Background: an optimization exercise with open tools, aiming at small area. Do not read the settings as production practice.
Function not checked in this run: the RTL went through the layout flow alone.
Power figures rest on the tool's default switching activity, not on a simulated workload.

**config.mk**
```make
export PLATFORM = sky130hd
export DESIGN_NAME = ball
export DESIGN_NICKNAME = ball
export VERILOG_FILES = /design/flow/design.v
export SDC_FILE = /design/flow/constraint.sdc
export NUM_CORES = 4
export LEC_CHECK = 0
export CAP_MARGIN = 20
export CORE_MARGIN = 2
export CORE_UTILIZATION = 40
export SLEW_MARGIN = 20
```
**constraint.sdc**
```tcl
create_clock -name core_clock -period 10.0 [get_ports {Clk}]
set_input_delay 2.0000 -clock core_clock [delete_from_list [all_inputs] [get_ports {Clk}]]
set_output_delay 2.0000 -clock core_clock [all_outputs]
set_load 0.01 [all_outputs]
```
**design.v**
```verilog
module  ball ( input         Clk,                 
                             Reset,               
                             frame_clk,           
					input [15:0]  keycode,
               input [9:0]   DrawX, DrawY,        
					output logic [9:0]ballX, ballY,
					output left_out, attack_out
              );
    parameter [9:0] Ball_X_Center=320;   
    parameter [9:0] Ball_Y_Center=240;   
    parameter [9:0] Ball_X_Min=0;        
    parameter [9:0] Ball_X_Max=639;      
    parameter [9:0] Ball_Y_Min=0;        
    parameter [9:0] Ball_Y_Max=479;      
    parameter [9:0] Ball_X_Step=1;       
    parameter [9:0] Ball_Y_Step=1;       
    parameter [9:0] Ball_X_Size=15;         
	 parameter [9:0] Ball_Y_Size=28;
    logic [9:0] Ball_X_Pos, Ball_X_Motion, Ball_Y_Pos, Ball_Y_Motion;
    logic [9:0] Ball_X_Pos_in, Ball_X_Motion_in, Ball_Y_Pos_in, Ball_Y_Motion_in;
	 logic left, left_in, attack, attack_in;
    int Size_X, Size_Y;
    assign Size_X = Ball_X_Size;
	 assign Size_Y = Ball_Y_Size;
	 assign ballX = Ball_X_Pos;
	 assign ballY = Ball_Y_Pos;
	 assign left_out = left;
	 assign attack_out = attack;
    logic frame_clk_delayed;
    logic frame_clk_rising_edge;
    always_ff @ (posedge Clk) begin
        frame_clk_delayed <= frame_clk;
    end
    assign frame_clk_rising_edge = (frame_clk == 1'b1) && (frame_clk_delayed == 1'b0);
    always_ff @ (posedge Clk)
    begin
        if (Reset)
        begin
            Ball_X_Pos <= Ball_X_Center;
            Ball_Y_Pos <= Ball_Y_Center;
            Ball_X_Motion <= 10'd0;
            Ball_Y_Motion <= 10'd0;
            left <= 1'b0;
            attack <= 1'b0;
        end
        else if (frame_clk_rising_edge)         
        begin
            Ball_X_Pos <= Ball_X_Pos_in;
            Ball_Y_Pos <= Ball_Y_Pos_in;
            Ball_X_Motion <= Ball_X_Motion_in;
            Ball_Y_Motion <= Ball_Y_Motion_in;
				left <= left_in;
				attack <= attack_in;
        end
    end
    always_comb
    begin
        Ball_X_Motion_in = 10'd0;
        Ball_Y_Motion_in = 10'd0;
		  left_in = left;
		  attack_in = 10'd0;
		 unique case(keycode[7:0])
				8'h1A:  
					begin
						Ball_X_Motion_in=0;
						Ball_Y_Motion_in=(~(Ball_Y_Step)+1'b1);
					end
				8'h07:  
					begin
						Ball_Y_Motion_in=0;
						Ball_X_Motion_in=Ball_X_Step;
						left_in = 0;
					end
				8'h16:  
					begin
						Ball_X_Motion_in=0;
						Ball_Y_Motion_in=Ball_Y_Step;
					end
				8'h04:  
					begin
						Ball_X_Motion_in=(~(Ball_X_Step)+1'b1);
						Ball_Y_Motion_in=0;
						left_in = 1;
					end
				8'h08:  
					begin
						Ball_X_Motion_in = 0;
						Ball_Y_Motion_in = 0;
						attack_in = 1;
					end
				default: ;
			endcase
        if( Ball_Y_Pos + Ball_Y_Size >= Ball_Y_Max )   
				begin
				Ball_X_Motion_in = 0;
            Ball_Y_Motion_in = (~(Ball_Y_Step) + 1'b1);   
				end
        else if ( Ball_Y_Pos <= Ball_Y_Min + Ball_Y_Size )   
				begin
				Ball_X_Motion_in = 0;
            Ball_Y_Motion_in = Ball_Y_Step;
				end
		  else if (Ball_X_Pos+Ball_X_Size>=Ball_X_Max)
				begin
				Ball_X_Motion_in = (~(Ball_X_Step) + 1'b1);
				Ball_Y_Motion_in = 0;
				end
			else if (Ball_X_Pos <= Ball_X_Min + Ball_X_Size )
				begin
				Ball_X_Motion_in = Ball_X_Step;
				Ball_Y_Motion_in = 0;
				end
	    else if(Ball_X_Pos+14 == 184 && ((Ball_Y_Pos-21<=230 && Ball_Y_Pos-21>=66) || (Ball_Y_Pos+21<=230 && Ball_Y_Pos+21>=66)
			|| (Ball_Y_Pos<=230 && Ball_Y_Pos>=66)))
				begin
				Ball_X_Motion_in = (~(Ball_X_Step) + 1'b1);
				Ball_Y_Motion_in = 0;
				end
	    else if(Ball_X_Pos-14 == 191 && ((Ball_Y_Pos-21<=230 && Ball_Y_Pos-21>=66) || (Ball_Y_Pos+21<=230 && Ball_Y_Pos+21>=66)
			|| (Ball_Y_Pos<=230 && Ball_Y_Pos>=66)))
				begin
				Ball_X_Motion_in = Ball_X_Step;
				Ball_Y_Motion_in = 0;
				end
	    else if (Ball_Y_Pos-21 == 230 && Ball_X_Pos-14<=191 && Ball_X_Pos+14>=184)
				begin
				Ball_X_Motion_in =0;
				Ball_Y_Motion_in =Ball_Y_Step;
				end
	    else if(Ball_Y_Pos+21 ==66 && Ball_X_Pos-14<=191 && Ball_X_Pos+14>=184)
				begin
				Ball_X_Motion_in = 0;
				Ball_Y_Motion_in = (~(Ball_Y_Step) + 1'b1);
				end
	    else if(Ball_X_Pos+14 == 184 && ((Ball_Y_Pos-21<=72 && Ball_Y_Pos-21>=66) || (Ball_Y_Pos+21<=72 && Ball_Y_Pos+21>=66)
			|| (Ball_Y_Pos<=72 && Ball_Y_Pos>=66)))
				begin
				Ball_X_Motion_in = (~(Ball_X_Step) + 1'b1);
				Ball_Y_Motion_in = 0;
				end
	    else if(Ball_X_Pos-14 == 540 && ((Ball_Y_Pos-21<=72 && Ball_Y_Pos-21>=66) || (Ball_Y_Pos+21<=72 && Ball_Y_Pos+21>=66)
			|| (Ball_Y_Pos<=72 && Ball_Y_Pos>=66)))
				begin
				Ball_X_Motion_in = Ball_X_Step;
				Ball_Y_Motion_in = 0;
				end
	    else if (Ball_Y_Pos-21 == 72 && Ball_X_Pos-14<=540 && Ball_X_Pos+14>=184)
				begin
				Ball_X_Motion_in =0;
				Ball_Y_Motion_in =Ball_Y_Step;
				end
	    else if(Ball_Y_Pos+21 ==66 && Ball_X_Pos-14<=540 && Ball_X_Pos+14>=184)
				begin
				Ball_X_Motion_in = 0;
				Ball_Y_Motion_in = (~(Ball_Y_Step) + 1'b1);
				end
	    else if(Ball_X_Pos+14 == 412 && ((Ball_Y_Pos-21<=230 && Ball_Y_Pos-21>=66) || (Ball_Y_Pos+21<=230 && Ball_Y_Pos+21>=66)
			|| (Ball_Y_Pos<=230 && Ball_Y_Pos>=66)))
				begin
				Ball_X_Motion_in = (~(Ball_X_Step) + 1'b1);
				Ball_Y_Motion_in = 0;
				end
	    else if(Ball_X_Pos-14 == 415 && ((Ball_Y_Pos-21<=230 && Ball_Y_Pos-21>=66) || (Ball_Y_Pos+21<=230 && Ball_Y_Pos+21>=66)
			|| (Ball_Y_Pos<=230 && Ball_Y_Pos>=66)))
				begin
				Ball_X_Motion_in = Ball_X_Step;
				Ball_Y_Motion_in = 0;
				end
	    else if (Ball_Y_Pos-21 == 230 && Ball_X_Pos-14<=415 && Ball_X_Pos+14>=412)
				begin
				Ball_X_Motion_in =0;
				Ball_Y_Motion_in =Ball_Y_Step;
				end
	    else if(Ball_Y_Pos+21 ==66 && Ball_X_Pos-14<=415 && Ball_X_Pos+14>=412)
				begin
				Ball_X_Motion_in = 0;
				Ball_Y_Motion_in = (~(Ball_Y_Step) + 1'b1);
				end
	    else if(Ball_X_Pos+14 == 532 && ((Ball_Y_Pos-21<=286 && Ball_Y_Pos-21>=64) || (Ball_Y_Pos+21<=286 && Ball_Y_Pos+21>=64)
			|| (Ball_Y_Pos<=286 && Ball_Y_Pos>=66)))
				begin
				Ball_X_Motion_in = (~(Ball_X_Step) + 1'b1);
				Ball_Y_Motion_in = 0;
				end
	    else if(Ball_X_Pos-14 == 540 && ((Ball_Y_Pos-21<=286 && Ball_Y_Pos-21>=64) || (Ball_Y_Pos+21<=286 && Ball_Y_Pos+21>=64)
			|| (Ball_Y_Pos<=286 && Ball_Y_Pos>=66)))
				begin
				Ball_X_Motion_in = Ball_X_Step;
				Ball_Y_Motion_in = 0;
				end
	    else if (Ball_Y_Pos-21 == 286 && Ball_X_Pos-14<=540 && Ball_X_Pos+14>=532)
				begin
				Ball_X_Motion_in =0;
				Ball_Y_Motion_in =Ball_Y_Step;
				end
	    else if(Ball_Y_Pos+21 ==66 && Ball_X_Pos-14<=540 && Ball_X_Pos+14>=532)
				begin
				Ball_X_Motion_in = 0;
				Ball_Y_Motion_in = (~(Ball_Y_Step) + 1'b1);
				end
        else if(Ball_X_Pos+14 == 55 && ((Ball_Y_Pos-21<=108 && Ball_Y_Pos-21>=102) || (Ball_Y_Pos+21<=108 && Ball_Y_Pos+21>=102)
  			|| (Ball_Y_Pos<=108 && Ball_Y_Pos>=102)))
  				begin
  				Ball_X_Motion_in = (~(Ball_X_Step) + 1'b1);
  				Ball_Y_Motion_in = 0;
  				end
  	    else if(Ball_X_Pos-14 == 186 && ((Ball_Y_Pos-21<=250 && Ball_Y_Pos-21>=66) || (Ball_Y_Pos+21<=108 && Ball_Y_Pos+21>=102)
  			|| (Ball_Y_Pos<=108 && Ball_Y_Pos>=102)))
  				begin
  				Ball_X_Motion_in = Ball_X_Step;
  				Ball_Y_Motion_in = 0;
  				end
  	    else if (Ball_Y_Pos-21 == 108 && Ball_X_Pos-14<=186 && Ball_X_Pos+14>=55)
  				begin
  				Ball_X_Motion_in =0;
  				Ball_Y_Motion_in =Ball_Y_Step;
  				end
  	    else if(Ball_Y_Pos+21 ==102 && Ball_X_Pos-14<=186 && Ball_X_Pos+14>=55)
  				begin
  				Ball_X_Motion_in = 0;
  				Ball_Y_Motion_in = (~(Ball_Y_Step) + 1'b1);
  				end
          else if(Ball_X_Pos+14 == 55 && ((Ball_Y_Pos-21<=250 && Ball_Y_Pos-21>=102) || (Ball_Y_Pos+21<=250 && Ball_Y_Pos+21>=102)
    			|| (Ball_Y_Pos<=250 && Ball_Y_Pos>=102)))
    				begin
    				Ball_X_Motion_in = (~(Ball_X_Step) + 1'b1);
    				Ball_Y_Motion_in = 0;
    				end
    	    else if(Ball_X_Pos-14 == 60 && ((Ball_Y_Pos-21<=250 && Ball_Y_Pos-21>=102) || (Ball_Y_Pos+21<=250 && Ball_Y_Pos+21>=66)
    			|| (Ball_Y_Pos<=250 && Ball_Y_Pos>=66)))
    				begin
    				Ball_X_Motion_in = Ball_X_Step;
    				Ball_Y_Motion_in = 0;
    				end
    	    else if (Ball_Y_Pos-21 == 250 && Ball_X_Pos-14<=60 && Ball_X_Pos+14>=55)
    				begin
    				Ball_X_Motion_in =0;
    				Ball_Y_Motion_in =Ball_Y_Step;
    				end
    	    else if(Ball_Y_Pos+21 ==102 && Ball_X_Pos-14<=60 && Ball_X_Pos+14>=55)
    				begin
    				Ball_X_Motion_in = 0;
    				Ball_Y_Motion_in = (~(Ball_Y_Step) + 1'b1);
    				end
            else if(Ball_X_Pos+14 == 55 && ((Ball_Y_Pos-21<=175 && Ball_Y_Pos-21>=179) || (Ball_Y_Pos+21<=175 && Ball_Y_Pos+21>=175)
      			|| (Ball_Y_Pos<=179 && Ball_Y_Pos>=175)))
      				begin
      				Ball_X_Motion_in = (~(Ball_X_Step) + 1'b1);
      				Ball_Y_Motion_in = 0;
      				end
      	    else if(Ball_X_Pos-14 == 100 && ((Ball_Y_Pos-21<=175 && Ball_Y_Pos-21>=179) || (Ball_Y_Pos+21<=175 && Ball_Y_Pos+21>=179)
      			|| (Ball_Y_Pos<=179 && Ball_Y_Pos>=175)))
      				begin
      				Ball_X_Motion_in = Ball_X_Step;
      				Ball_Y_Motion_in = 0;
      				end
      	    else if (Ball_Y_Pos-21 == 179 && Ball_X_Pos-14<=100 && Ball_X_Pos+14>=55)
      				begin
      				Ball_X_Motion_in =0;
      				Ball_Y_Motion_in =Ball_Y_Step;
      				end
      	    else if(Ball_Y_Pos+21 ==175 && Ball_X_Pos-14<=100 && Ball_X_Pos+14>=55)
      				begin
      				Ball_X_Motion_in = 0;
      				Ball_Y_Motion_in = (~(Ball_Y_Step) + 1'b1);
      				end
              else if(Ball_X_Pos+14 == 140 && ((Ball_Y_Pos-21<=180 && Ball_Y_Pos-21>=102) || (Ball_Y_Pos+21<=180 && Ball_Y_Pos+21>=102)
              || (Ball_Y_Pos<=180 && Ball_Y_Pos>=102)))
                begin
                Ball_X_Motion_in = (~(Ball_X_Step) + 1'b1);
                Ball_Y_Motion_in = 0;
                end
              else if(Ball_X_Pos-14 == 141 && ((Ball_Y_Pos-21<=180 && Ball_Y_Pos-21>=102) || (Ball_Y_Pos+21<=180 && Ball_Y_Pos+21>=102)
              || (Ball_Y_Pos<=180 && Ball_Y_Pos>=102)))
                begin
                Ball_X_Motion_in = Ball_X_Step;
                Ball_Y_Motion_in = 0;
                end
              else if (Ball_Y_Pos-21 == 180 && Ball_X_Pos-14<=141 && Ball_X_Pos+14>=140)
                begin
                Ball_X_Motion_in =0;
                Ball_Y_Motion_in =Ball_Y_Step;
                end
              else if(Ball_Y_Pos+21 ==102 && Ball_X_Pos-14<=141 && Ball_X_Pos+14>=140)
                begin
                Ball_X_Motion_in = 0;
                Ball_Y_Motion_in = (~(Ball_Y_Step) + 1'b1);
                end
                else if(Ball_X_Pos+14 == 133 && ((Ball_Y_Pos-21<=179 && Ball_Y_Pos-21>=174) || (Ball_Y_Pos+21<=179 && Ball_Y_Pos+21>=174)
          			|| (Ball_Y_Pos<=179 && Ball_Y_Pos>=174)))
          				begin
          				Ball_X_Motion_in = (~(Ball_X_Step) + 1'b1);
          				Ball_Y_Motion_in = 0;
          				end
          	    else if(Ball_X_Pos-14 == 146 && ((Ball_Y_Pos-21<=179 && Ball_Y_Pos-21>=174) || (Ball_Y_Pos+21<=179 && Ball_Y_Pos+21>=174)
          			|| (Ball_Y_Pos<=179 && Ball_Y_Pos>=174)))
          				begin
          				Ball_X_Motion_in = Ball_X_Step;
          				Ball_Y_Motion_in = 0;
          				end
          	    else if (Ball_Y_Pos-21 == 179 && Ball_X_Pos-14<=146 && Ball_X_Pos+14>=133)
          				begin
          				Ball_X_Motion_in =0;
          				Ball_Y_Motion_in =Ball_Y_Step;
          				end
          	    else if(Ball_Y_Pos+21 ==174 && Ball_X_Pos-14<=146 && Ball_X_Pos+14>=133)
          				begin
          				Ball_X_Motion_in = 0;
          				Ball_Y_Motion_in = (~(Ball_Y_Step) + 1'b1);
          				end
                  else if(Ball_X_Pos+14 == 178 && ((Ball_Y_Pos-21<=179 && Ball_Y_Pos-21>=174) || (Ball_Y_Pos+21<=179 && Ball_Y_Pos+21>=174)
            			|| (Ball_Y_Pos<=179 && Ball_Y_Pos>=174)))
            				begin
            				Ball_X_Motion_in = (~(Ball_X_Step) + 1'b1);
            				Ball_Y_Motion_in = 0;
            				end
            	    else if(Ball_X_Pos-14 == 192 && ((Ball_Y_Pos-21<=179 && Ball_Y_Pos-21>=174) || (Ball_Y_Pos+21<=179 && Ball_Y_Pos+21>=174)
            			|| (Ball_Y_Pos<=179 && Ball_Y_Pos>=174)))
            				begin
            				Ball_X_Motion_in = Ball_X_Step;
            				Ball_Y_Motion_in = 0;
            				end
            	    else if (Ball_Y_Pos-21 == 179 && Ball_X_Pos-14<=192 && Ball_X_Pos+14>=178)
            				begin
            				Ball_X_Motion_in =0;
            				Ball_Y_Motion_in =Ball_Y_Step;
            				end
            	    else if(Ball_Y_Pos+21 ==174 && Ball_X_Pos-14<=192 && Ball_X_Pos+14>=178)
            				begin
            				Ball_X_Motion_in = 0;
            				Ball_Y_Motion_in = (~(Ball_Y_Step) + 1'b1);
            				end
                    else if(Ball_X_Pos+14 == 414 && ((Ball_Y_Pos-21<=194 && Ball_Y_Pos-21>=188) || (Ball_Y_Pos+21<=194 && Ball_Y_Pos+21>=188)
              			|| (Ball_Y_Pos<=194 && Ball_Y_Pos>=188)))
              				begin
              				Ball_X_Motion_in = (~(Ball_X_Step) + 1'b1);
              				Ball_Y_Motion_in = 0;
              				end
              	    else if(Ball_X_Pos-14 == 432 && ((Ball_Y_Pos-21<=194 && Ball_Y_Pos-21>=188) || (Ball_Y_Pos+21<=194 && Ball_Y_Pos+21>=188)
              			|| (Ball_Y_Pos<=194 && Ball_Y_Pos>=188)))
              				begin
              				Ball_X_Motion_in = Ball_X_Step;
              				Ball_Y_Motion_in = 0;
              				end
              	    else if (Ball_Y_Pos-21 == 194 && Ball_X_Pos-14<=432 && Ball_X_Pos+14>=414)
              				begin
              				Ball_X_Motion_in =0;
              				Ball_Y_Motion_in =Ball_Y_Step;
              				end
              	    else if(Ball_Y_Pos+21 ==188 && Ball_X_Pos-14<=432 && Ball_X_Pos+14>=414)
              				begin
              				Ball_X_Motion_in = 0;
              				Ball_Y_Motion_in = (~(Ball_Y_Step) + 1'b1);
              				end
                      else if(Ball_X_Pos+14 == 475 && ((Ball_Y_Pos-21<=194 && Ball_Y_Pos-21>=188) || (Ball_Y_Pos+21<=194 && Ball_Y_Pos+21>=188)
                      || (Ball_Y_Pos<=194 && Ball_Y_Pos>=188)))
                        begin
                        Ball_X_Motion_in = (~(Ball_X_Step) + 1'b1);
                        Ball_Y_Motion_in = 0;
                        end
                      else if(Ball_X_Pos-14 == 540 && ((Ball_Y_Pos-21<=194 && Ball_Y_Pos-21>=188) || (Ball_Y_Pos+21<=194 && Ball_Y_Pos+21>=188)
                      || (Ball_Y_Pos<=194 && Ball_Y_Pos>=188)))
                        begin
                        Ball_X_Motion_in = Ball_X_Step;
                        Ball_Y_Motion_in = 0;
                        end
                      else if (Ball_Y_Pos-21 == 194 && Ball_X_Pos-14<=540 && Ball_X_Pos+14>=475)
                        begin
                        Ball_X_Motion_in =0;
                        Ball_Y_Motion_in =Ball_Y_Step;
                        end
                      else if(Ball_Y_Pos+21 ==188 && Ball_X_Pos-14<=540 && Ball_X_Pos+14>=475)
                        begin
                        Ball_X_Motion_in = 0;
                        Ball_Y_Motion_in = (~(Ball_Y_Step) + 1'b1);
                        end
                        else if(Ball_X_Pos+14 == 475 && ((Ball_Y_Pos-21<=287 && Ball_Y_Pos-21>=280) || (Ball_Y_Pos+21<=287 && Ball_Y_Pos+21>=280)
                        || (Ball_Y_Pos<=287 && Ball_Y_Pos>=280)))
                          begin
                          Ball_X_Motion_in = (~(Ball_X_Step) + 1'b1);
                          Ball_Y_Motion_in = 0;
                          end
                        else if(Ball_X_Pos-14 == 540 && ((Ball_Y_Pos-21<=287 && Ball_Y_Pos-21>=280) || (Ball_Y_Pos+21<=287 && Ball_Y_Pos+21>=280)
                        || (Ball_Y_Pos<=287 && Ball_Y_Pos>=280)))
                          begin
                          Ball_X_Motion_in = Ball_X_Step;
                          Ball_Y_Motion_in = 0;
                          end
                        else if (Ball_Y_Pos-21 == 287 && Ball_X_Pos-14<=540 && Ball_X_Pos+14>=475)
                          begin
                          Ball_X_Motion_in =0;
                          Ball_Y_Motion_in =Ball_Y_Step;
                          end
                        else if(Ball_Y_Pos+21 ==280 && Ball_X_Pos-14<=540 && Ball_X_Pos+14>=475)
                          begin
                          Ball_X_Motion_in = 0;
                          Ball_Y_Motion_in = (~(Ball_Y_Step) + 1'b1);
                          end
                          else if(Ball_X_Pos+14 == 321 && ((Ball_Y_Pos-21<=287 && Ball_Y_Pos-21>=280) || (Ball_Y_Pos+21<=287 && Ball_Y_Pos+21>=280)
                          || (Ball_Y_Pos<=287 && Ball_Y_Pos>=280)))
                            begin
                            Ball_X_Motion_in = (~(Ball_X_Step) + 1'b1);
                            Ball_Y_Motion_in = 0;
                            end
                          else if(Ball_X_Pos-14 == 428 && ((Ball_Y_Pos-21<=287 && Ball_Y_Pos-21>=280) || (Ball_Y_Pos+21<=287 && Ball_Y_Pos+21>=280)
                          || (Ball_Y_Pos<=287 && Ball_Y_Pos>=280)))
                            begin
                            Ball_X_Motion_in = Ball_X_Step;
                            Ball_Y_Motion_in = 0;
                            end
                          else if (Ball_Y_Pos-21 == 287 && Ball_X_Pos-14<=428 && Ball_X_Pos+14>=321)
                            begin
                            Ball_X_Motion_in =0;
                            Ball_Y_Motion_in =Ball_Y_Step;
                            end
                          else if(Ball_Y_Pos+21 ==280 && Ball_X_Pos-14<=428 && Ball_X_Pos+14>=321)
                            begin
                            Ball_X_Motion_in = 0;
                            Ball_Y_Motion_in = (~(Ball_Y_Step) + 1'b1);
                            end
                            else if(Ball_X_Pos+14 == 185 && ((Ball_Y_Pos-21<=287 && Ball_Y_Pos-21>=280) || (Ball_Y_Pos+21<=287 && Ball_Y_Pos+21>=280)
                            || (Ball_Y_Pos<=287 && Ball_Y_Pos>=280)))
                              begin
                              Ball_X_Motion_in = (~(Ball_X_Step) + 1'b1);
                              Ball_Y_Motion_in = 0;
                              end
                            else if(Ball_X_Pos-14 == 257 && ((Ball_Y_Pos-21<=287 && Ball_Y_Pos-21>=280) || (Ball_Y_Pos+21<=287 && Ball_Y_Pos+21>=280)
                            || (Ball_Y_Pos<=287 && Ball_Y_Pos>=280)))
                              begin
                              Ball_X_Motion_in = Ball_X_Step;
                              Ball_Y_Motion_in = 0;
                              end
                            else if (Ball_Y_Pos-21 == 287 && Ball_X_Pos-14<=257 && Ball_X_Pos+14>=185)
                              begin
                              Ball_X_Motion_in =0;
                              Ball_Y_Motion_in =Ball_Y_Step;
                              end
                            else if(Ball_Y_Pos+21 ==280 && Ball_X_Pos-14<=257 && Ball_X_Pos+14>=185)
                              begin
                              Ball_X_Motion_in = 0;
                              Ball_Y_Motion_in = (~(Ball_Y_Step) + 1'b1);
                              end
                              else if(Ball_X_Pos+14 == 10 && ((Ball_Y_Pos-21<=287 && Ball_Y_Pos-21>=280) || (Ball_Y_Pos+21<=287 && Ball_Y_Pos+21>=280)
                              || (Ball_Y_Pos<=287 && Ball_Y_Pos>=280)))
                                begin
                                Ball_X_Motion_in = (~(Ball_X_Step) + 1'b1);
                                Ball_Y_Motion_in = 0;
                                end
                              else if(Ball_X_Pos-14 == 60 && ((Ball_Y_Pos-21<=287 && Ball_Y_Pos-21>=280) || (Ball_Y_Pos+21<=287 && Ball_Y_Pos+21>=280)
                              || (Ball_Y_Pos<=287 && Ball_Y_Pos>=280)))
                                begin
                                Ball_X_Motion_in = Ball_X_Step;
                                Ball_Y_Motion_in = 0;
                                end
                              else if (Ball_Y_Pos-21 == 287 && Ball_X_Pos-14<=60 && Ball_X_Pos+14>=10)
                                begin
                                Ball_X_Motion_in =0;
                                Ball_Y_Motion_in =Ball_Y_Step;
                                end
                              else if(Ball_Y_Pos+21 ==280 && Ball_X_Pos-14<=60 && Ball_X_Pos+14>=10)
                                begin
                                Ball_X_Motion_in = 0;
                                Ball_Y_Motion_in = (~(Ball_Y_Step) + 1'b1);
                                end
                                else if(Ball_X_Pos+14 == 15 && ((Ball_Y_Pos-21<=191 && Ball_Y_Pos-21>=183) || (Ball_Y_Pos+21<=191 && Ball_Y_Pos+21>=183)
                                || (Ball_Y_Pos<=191 && Ball_Y_Pos>=183)))
                                  begin
                                  Ball_X_Motion_in = (~(Ball_X_Step) + 1'b1);
                                  Ball_Y_Motion_in = 0;
                                  end
                                else if(Ball_X_Pos-14 == 60 && ((Ball_Y_Pos-21<=191 && Ball_Y_Pos-21>=280) || (Ball_Y_Pos+21<=191 && Ball_Y_Pos+21>=280)
                                || (Ball_Y_Pos<=191 && Ball_Y_Pos>=183)))
                                  begin
                                  Ball_X_Motion_in = Ball_X_Step;
                                  Ball_Y_Motion_in = 0;
                                  end
                                else if (Ball_Y_Pos-21 == 191 && Ball_X_Pos-14<=60 && Ball_X_Pos+14>=15)
                                  begin
                                  Ball_X_Motion_in =0;
                                  Ball_Y_Motion_in =Ball_Y_Step;
                                  end
                                else if(Ball_Y_Pos+21 ==183 && Ball_X_Pos-14<=60 && Ball_X_Pos+14>=15)
                                  begin
                                  Ball_X_Motion_in = 0;
                                  Ball_Y_Motion_in = (~(Ball_Y_Step) + 1'b1);
                                  end
                                else if(Ball_X_Pos+14 == 185 && ((Ball_Y_Pos-21<=350 && Ball_Y_Pos-21>=280) || (Ball_Y_Pos+21<=350 && Ball_Y_Pos+21>=280)
                                || (Ball_Y_Pos<=350 && Ball_Y_Pos>=280)))
                                begin
                                Ball_X_Motion_in = (~(Ball_X_Step) + 1'b1);
                                Ball_Y_Motion_in = 0;
                                end
                                else if(Ball_X_Pos-14 == 191 && ((Ball_Y_Pos-21<=350 && Ball_Y_Pos-21>=280) || (Ball_Y_Pos+21<=350 && Ball_Y_Pos+21>=280)
                                || (Ball_Y_Pos<=350 && Ball_Y_Pos>=280)))
                                begin
                                Ball_X_Motion_in = Ball_X_Step;
                                Ball_Y_Motion_in = 0;
                                end
                                else if (Ball_Y_Pos-21 == 191 && Ball_X_Pos-14<=350 && Ball_X_Pos+14>=280)
                                begin
                                Ball_X_Motion_in =0;
                                Ball_Y_Motion_in =Ball_Y_Step;
                                end
                                else if(Ball_Y_Pos+21 ==183 && Ball_X_Pos-14<=350 && Ball_X_Pos+14>=280)
                                begin
                                Ball_X_Motion_in = 0;
                                Ball_Y_Motion_in = (~(Ball_Y_Step) + 1'b1);
                                end
else if(Ball_X_Pos+14 == 75 && ((Ball_Y_Pos-21<=350 && Ball_Y_Pos-21>=345) || (Ball_Y_Pos+21<=350 && Ball_Y_Pos+21>=345)
|| (Ball_Y_Pos<=350 && Ball_Y_Pos>=345)))
begin
Ball_X_Motion_in = (~(Ball_X_Step) + 1'b1);
Ball_Y_Motion_in = 0;
end
else if(Ball_X_Pos-14 == 170 && ((Ball_Y_Pos-21<=350 && Ball_Y_Pos-21>=345) || (Ball_Y_Pos+21<=350 && Ball_Y_Pos+21>=345)
|| (Ball_Y_Pos<=350 && Ball_Y_Pos>=345)))
begin
Ball_X_Motion_in = Ball_X_Step;
Ball_Y_Motion_in = 0;
end
else if (Ball_Y_Pos-21 == 350 && Ball_X_Pos-14<=170 && Ball_X_Pos+14>=75)
begin
Ball_X_Motion_in =0;
Ball_Y_Motion_in =Ball_Y_Step;
end
else if(Ball_Y_Pos+21 ==345 && Ball_X_Pos-14<=170 && Ball_X_Pos+14>=75)
begin
Ball_X_Motion_in = 0;
Ball_Y_Motion_in = (~(Ball_Y_Step) + 1'b1);
end
else if(Ball_X_Pos+14 == 185 && ((Ball_Y_Pos-21<=336 && Ball_Y_Pos-21>=329) || (Ball_Y_Pos+21<=336 && Ball_Y_Pos+21>=329)
|| (Ball_Y_Pos<=336 && Ball_Y_Pos>=329)))
begin
Ball_X_Motion_in = (~(Ball_X_Step) + 1'b1);
Ball_Y_Motion_in = 0;
end
else if(Ball_X_Pos-14 == 255 && ((Ball_Y_Pos-21<=336 && Ball_Y_Pos-21>=329) || (Ball_Y_Pos+21<=336 && Ball_Y_Pos+21>=329)
|| (Ball_Y_Pos<=350 && Ball_Y_Pos>=345)))
begin
Ball_X_Motion_in = Ball_X_Step;
Ball_Y_Motion_in = 0;
end
else if (Ball_Y_Pos-21 == 336 && Ball_X_Pos-14<=255 && Ball_X_Pos+14>=185)
begin
Ball_X_Motion_in =0;
Ball_Y_Motion_in =Ball_Y_Step;
end
else if(Ball_Y_Pos+21 ==329 && Ball_X_Pos-14<=255 && Ball_X_Pos+14>=185)
begin
Ball_X_Motion_in = 0;
Ball_Y_Motion_in = (~(Ball_Y_Step) + 1'b1);
end
else if(Ball_X_Pos+14 == 385 && ((Ball_Y_Pos-21<=334 && Ball_Y_Pos-21>=280) || (Ball_Y_Pos+21<=334 && Ball_Y_Pos+21>=280)
|| (Ball_Y_Pos<=350 && Ball_Y_Pos>=345)))
begin
Ball_X_Motion_in = (~(Ball_X_Step) + 1'b1);
Ball_Y_Motion_in = 0;
end
else if(Ball_X_Pos-14 == 391 && ((Ball_Y_Pos-21<=334 && Ball_Y_Pos-21>=280) || (Ball_Y_Pos+21<=334 && Ball_Y_Pos+21>=280)
|| (Ball_Y_Pos<=334 && Ball_Y_Pos>=280)))
begin
Ball_X_Motion_in = Ball_X_Step;
Ball_Y_Motion_in = 0;
end
else if (Ball_Y_Pos-21 == 334 && Ball_X_Pos-14<=391 && Ball_X_Pos+14>=385)
begin
Ball_X_Motion_in =0;
Ball_Y_Motion_in =Ball_Y_Step;
end
else if(Ball_Y_Pos+21 ==280 && Ball_X_Pos-14<=391 && Ball_X_Pos+14>=385)
begin
Ball_X_Motion_in = 0;
Ball_Y_Motion_in = (~(Ball_Y_Step) + 1'b1);
end
else if(Ball_X_Pos+14 == 405 && ((Ball_Y_Pos-21<=350 && Ball_Y_Pos-21>=345) || (Ball_Y_Pos+21<=350 && Ball_Y_Pos+21>=345)
|| (Ball_Y_Pos<=350 && Ball_Y_Pos>=345)))
begin
Ball_X_Motion_in = (~(Ball_X_Step) + 1'b1);
Ball_Y_Motion_in = 0;
end
else if(Ball_X_Pos-14 == 502 && ((Ball_Y_Pos-21<=350 && Ball_Y_Pos-21>=345) || (Ball_Y_Pos+21<=350 && Ball_Y_Pos+21>=345)
|| (Ball_Y_Pos<=350 && Ball_Y_Pos>=345)))
begin
Ball_X_Motion_in = Ball_X_Step;
Ball_Y_Motion_in = 0;
end
else if (Ball_Y_Pos-21 == 350 && Ball_X_Pos-14<=502 && Ball_X_Pos+14>=405)
begin
Ball_X_Motion_in =0;
Ball_Y_Motion_in =Ball_Y_Step;
end
else if(Ball_Y_Pos+21 ==345 && Ball_X_Pos-14<=502 && Ball_X_Pos+14>=405)
begin
Ball_X_Motion_in = 0;
Ball_Y_Motion_in = (~(Ball_Y_Step) + 1'b1);
end
else if(Ball_X_Pos+14 == 325 && ((Ball_Y_Pos-21<=337 && Ball_Y_Pos-21>=332) || (Ball_Y_Pos+21<=337 && Ball_Y_Pos+21>=332)
|| (Ball_Y_Pos<=337 && Ball_Y_Pos>=332)))
begin
Ball_X_Motion_in = (~(Ball_X_Step) + 1'b1);
Ball_Y_Motion_in = 0;
end
else if(Ball_X_Pos-14 == 390 && ((Ball_Y_Pos-21<=337 && Ball_Y_Pos-21>=332) || (Ball_Y_Pos+21<=337 && Ball_Y_Pos+21>=332)
|| (Ball_Y_Pos<=337 && Ball_Y_Pos>=332)))
begin
Ball_X_Motion_in = Ball_X_Step;
Ball_Y_Motion_in = 0;
end
else if (Ball_Y_Pos-21 == 337 && Ball_X_Pos-14<=390 && Ball_X_Pos+14>=325)
begin
Ball_X_Motion_in =0;
Ball_Y_Motion_in =Ball_Y_Step;
end
else if(Ball_Y_Pos+21 ==332 && Ball_X_Pos-14<=390 && Ball_X_Pos+14>=325)
begin
Ball_X_Motion_in = 0;
Ball_Y_Motion_in = (~(Ball_Y_Step) + 1'b1);
end
else if(Ball_X_Pos+14 == 517 && ((Ball_Y_Pos-21<=350 && Ball_Y_Pos-21>=280) || (Ball_Y_Pos+21<=350 && Ball_Y_Pos+21>=280)
|| (Ball_Y_Pos<=350 && Ball_Y_Pos>=280)))
begin
Ball_X_Motion_in = (~(Ball_X_Step) + 1'b1);
Ball_Y_Motion_in = 0;
end
else if(Ball_X_Pos-14 == 523 && ((Ball_Y_Pos-21<=350 && Ball_Y_Pos-21>=280) || (Ball_Y_Pos+21<=191 && Ball_Y_Pos+21>=280)
|| (Ball_Y_Pos<=350 && Ball_Y_Pos>=280)))
begin
Ball_X_Motion_in = Ball_X_Step;
Ball_Y_Motion_in = 0;
end
else if (Ball_Y_Pos-21 == 350 && Ball_X_Pos-14<=523 && Ball_X_Pos+14>=517)
begin
Ball_X_Motion_in =0;
Ball_Y_Motion_in =Ball_Y_Step;
end
else if(Ball_Y_Pos+21 ==280 && Ball_X_Pos-14<=523 && Ball_X_Pos+14>=517)
begin
Ball_X_Motion_in = 0;
Ball_Y_Motion_in = (~(Ball_Y_Step) + 1'b1);
end
else if(Ball_X_Pos+14 == 186 && ((Ball_Y_Pos-21<=336 && Ball_Y_Pos-21>=330) || (Ball_Y_Pos+21<=336 && Ball_Y_Pos+21>=330)
|| (Ball_Y_Pos<=336 && Ball_Y_Pos>=330)))
begin
Ball_X_Motion_in = (~(Ball_X_Step) + 1'b1);
Ball_Y_Motion_in = 0;
end
else if(Ball_X_Pos-14 == 255 && ((Ball_Y_Pos-21<=336 && Ball_Y_Pos-21>=330) || (Ball_Y_Pos+21<=336 && Ball_Y_Pos+21>=330)
|| (Ball_Y_Pos<=336 && Ball_Y_Pos>=330)))
begin
Ball_X_Motion_in = Ball_X_Step;
Ball_Y_Motion_in = 0;
end
else if (Ball_Y_Pos-21 == 336 && Ball_X_Pos-14<=255 && Ball_X_Pos+14>=186)
begin
Ball_X_Motion_in =0;
Ball_Y_Motion_in =Ball_Y_Step;
end
else if(Ball_Y_Pos+21 ==330 && Ball_X_Pos-14<=255 && Ball_X_Pos+14>=186)
begin
Ball_X_Motion_in = 0;
Ball_Y_Motion_in = (~(Ball_Y_Step) + 1'b1);
end
        Ball_X_Pos_in = Ball_X_Pos + Ball_X_Motion;
        Ball_Y_Pos_in = Ball_Y_Pos + Ball_Y_Motion;
    end
endmodule
```
**run.sh**
```bash
#!/bin/bash
# synth_recipe.tcl (not shown) runs the flow's synth.tcl, then flattens the netlist and writes it again
# the make line also repeats each setting of config.mk as NAME=value (left out here)
make -C /OpenROAD-flow-scripts/flow DESIGN_CONFIG=/design/flow/config.mk WORK_HOME=/design/flow/orfs CLKGATE_MAP_FILE= SYNTH_SCRIPT=/design/flow/synth_recipe.tcl finish
```
==> run_results.csv <==
group,metric,value,unit
place,place_congestion,1.09,
place,dpl_worst_slack,4390,ps
timing,worstMarginPinSlew,1150,ps
power_and_ir_drop,ir_worst_vdd,0.109,mV
power_and_ir_drop,power_frac_clock,14.3,%
floorplanning,core.rowCount,57,
timing,layout_min_cycle_time,5960,ps
synthesis,synth_flop_cell,"dfxtp_1",
place,dpl.hpwl,38100,um
timing,setup_ws,4040,ps
synthesis,ys_seq_area_share,5.55,%
global_route,grt_pass1_vias,11900,
status,status,"finished clean",
clock_tree,cts_resized,0,
power_and_ir_drop,p_per_area,63.5,mW/mm^2
global_route,grt_remaining_overflow,0,
synthesis,ys_ff_latch,27,
route,wirelength,49100,um
clock_tree,hold_buffers,0,
power_and_ir_drop,swShare,54.2,%
setup_path,cp_top_family,"compound AO/OA/AOI/OAI gates",
cells_and_area,final_cell_mix,"nand2_1 (144), a21oi_1 (132), nor2_1 (122)",
floorplanning,die_width,160,um
timing,tns,0,ps
setup_path,crit_arrival,6100,ps
timing,finalSetupViolCount,0,
clock_tree,htreeDepth,1,
timing,max_freq,168,MHz
timing,finalCritPeriodShare,59.6,%
power_and_ir_drop,p_sw,0.354,mW
floorplanning,ios,61,
cells_and_area,final_nets,1534,
setup_path,start_kind,"register",
synthesis,postSynth.asyncResetShare,0,%
cells_and_area,drive_gt1_share,6.57,%
floorplanning,die_h,160,um
clock_tree,post-cts-setup-buffer-count,0,
power_and_ir_drop,seqPwrFrac,18.5,%
clock_tree,clock-sinks,27,
power_and_ir_drop,combPwrFrac,67.2,%
timing,final_hold_viol_count,0,
cells_and_area,area_growth,5.69,%
route,drcViolationCount,0,
clock_tree,numCtsBuffers,3,
power_and_ir_drop,p_int,0.300,mW
floorplanning,die_area,0.0256,sq mm
synthesis,avgSynthCellArea,6.48,sq um
hold_path,hold_path_class,"reg2reg",
setup_path,cp_slowest_cell,"nor3_1",
setup_path,worstPathRequired,10150,ps
global_route,antenna_found_initial,0,
clock_tree,clockRootBuffer,"clkbuf_16",
synthesis,yosysWarningCount,1,
route,avgViaCountPerCell,7.41,
synthesis,synth_edf_count,0,
setup_path,critical_path_class,"reg2reg",
global_route,grt_max_degree,63,
route,num_vias,13200,
clock_tree,cts_tree,"built",
timing,relSlewSlack,21.5,%
clock_tree,clockBufferDepth,2,
setup_path,max_stage_delay,800,ps
setup_path,cp_num_buf_inv,2,
setup_path,cpMostUsedCell,"o2111ai_1",
clock_tree,path_clk_slew,70,ps
global_route,grt_pass1_wl,73900,um
global_route,grt_use_total,36.7,%
job,drv_cap,0,
setup_path,cp-end-kind,"register",
timing,finalClockSkew,2.79,ps
synthesis,yosysUniqueCellTypes,102,
floorplanning,start_util,40.4,%
route,wl_per_cell,27.5,um
route,postRouteAntennaNets,0,
synthesis,syn_nets,1576,
cells_and_area,finish.utilization,42.7,%
place,io_buffers,32,
timing,slew_viol_final,0,
clock_tree,clkLatencyLatePin,260,ps
synthesis,syn_inst,1504,
floorplanning,core-area,0.0241,sq mm
timing,grt_setup_unrepaired,"false",
cells_and_area,layout_commonest_cell,"nand2_1",
setup_path,worstPathMaxFanout,36,
setup_path,crit_chain,"buf_4, inv_1, ha_1, and3b_1, nor2_1, o2111ai_1, nor3_1, o2111ai_1, o311ai_2, a22oi_1, o2111a_1, a211oi_1, o21ai_0, a31oi_1",
synthesis,syn_area,0.00974,sq mm
power_and_ir_drop,leakage,3.54,nW
route,drt_iter0_drc,2319,
route,drt-pass1-iter-count,7,
## metrics by stage
stage	cells	total power, mW	hold slack, ps	instance area, sq um
2_1_floorplan	1504	0.401	476	9740
3_3_place_gp	1781	0.541	447	10200
3_5_place_dp	1781	0.537	458	10200
4_1_cts	1785	0.633	476	10300
5_1_grt	1785	0.679	498	10300
6_report	1786	0.654	470	10300
## logic make-up (layout without fill, tap and decap cells)
family / count (synthesis) / count (layout) / synth area share [%]
multiplexers: 8 / 8 / 0.847
other: 0 / 1 / 0
AND/OR/NAND/NOR: 662 / 662 / 36.1
XOR/XNOR: 44 / 44 / 4.03
buffers and inverters: 151 / 108 / 6.59
adder cells (fa/ha/maj): 33 / 33 / 4.39
flip-flops: 27 / 27 / 5.55
AO/OA/AOI/OAI: 579 / 579 / 42.5
## flip-flops by register name (all words and copies together) (netlist names)
signal / cells
Ball_X_Motion: 2
Ball_Y_Motion: 2
Ball_X_Pos: 10
left: 1
attack: 1
frame_clk_delayed: 1
Ball_Y_Pos: 10
## cells in the mapped netlist (all sizes together), types with 21 or more instances
cell type | number | area share [%]
dfxtp | 27 | 5.5
nor4 | 46 | 3.4
a31oi | 24 | 1.6
nand3 | 54 | 2.8
or3 | 21 | 1.4
or2 | 24 | 1.5
nand2b | 30 | 1.9
nand4 | 25 | 1.6
buf | 63 | 3.2
o21ai | 83 | 4.3
clkbuf | 46 | 1.8
a21o | 24 | 1.8
nand2 | 144 | 5.5
xnor2 | 35 | 3.1
ha | 31 | 4.0
o211ai | 40 | 3.1
a21oi | 133 | 6.9
nor2 | 122 | 4.7
nor3 | 68 | 3.6
a211oi | 35 | 2.8
nor2b | 30 | 1.9
and2 | 30 | 1.9
inv | 39 | 1.5
## layer usage
| layer | vias to the layer above | global-route usage, % | part of all wire, % |
|---|---|---|---|
| met5 | - | 0 | 0 |
| met2 | 1069 | 53.3 | 41 |
| met1 | 6214 | 52.4 | 42 |
| met3 | 167 | 9.77 | 14 |
| met4 | 0 | 11.2 | 3.8 |
| li1 | 5776 | - | - |
## cell type report
type | instances | area [sq um]
diodes | 1 | 2.50
well taps | 324 | 405
clock buffers | 4 | 78.8
inverters | 42 | 158
flip-flops and latches | 27 | 547
fillers | 2692 | 13800
repair buffers | 62 | 546
multi-input cells | 1326 | 8560
## path summary, 6_finish.rpt
| kind | startpoint | end | slack [ps] | cells after the start |
|---|---|---|---|---|
| worst min register to register | attack$_SDFFE_PP0P_ | attack$_SDFFE_PP0P_ | 470 | 2 |
| worst max-delay path | Ball_Y_Pos[0]$_SDFFE_PP0P_ | Ball_X_Motion[0]$_SDFFE_PP0P_ | 4040 | 14 |
| worst min-delay path | attack$_SDFFE_PP0P_ | attack$_SDFFE_PP0P_ | 470 | 2 |
| worst max register to register | Ball_Y_Pos[0]$_SDFFE_PP0P_ | Ball_X_Motion[0]$_SDFFE_PP0P_ | 4040 | 14 |
## power groups by stage
stage / logic [mW] / registers [mW] / clock network, mW
after floorplan: 0.280 / 0.122 / 0
after global placement: 0.418 / 0.123 / 0
after detailed placement: 0.415 / 0.123 / 0
after CTS: 0.417 / 0.120 / 0.0960
after global routing: 0.458 / 0.121 / 0.0993
final: 0.440 / 0.121 / 0.0932
## worst register-to-register path: cells and delay by family (launching register included)
kind                     cells  cell delay (ps)
AO/OA/AOI/OAI                8             2500
adder cells (fa/ha/maj)      1              750
buffers and inverters        2              630
flip-flops                   1              300
AND/OR/NAND/NOR              3             1670

## separate check: timing with driven ports
How much do the figures lean on ideal ports? The routed layout below was timed once more, with nothing changed but the port constraints. Step 1 sets driving cells, clkbuf_16 on the clock port and buf_2 on the other inputs (assumed; they add their load-dependent delay and slew). Step 2 also shifts input and output timing later by t, the mid clock arrival at the registers, as if the neighbouring blocks saw the same clock. Three values: ideal ports, drivers, drivers and shift; two values: the first two.
t, ns: 0.295
setup slack, ns: 4.041 / 4.041 / 4.041
latest minus earliest clock arrival (ns): 0.003 / 0.003
slew at the worst register clock pin (ns): 0.07 / 0.07
worst data-port slew with drivers (ns): 0.03
After both steps setup and hold are still met in this run. For this run, drivers alone change the setup slack by 0.000 ns; drivers and shift together by 0.000 ns.
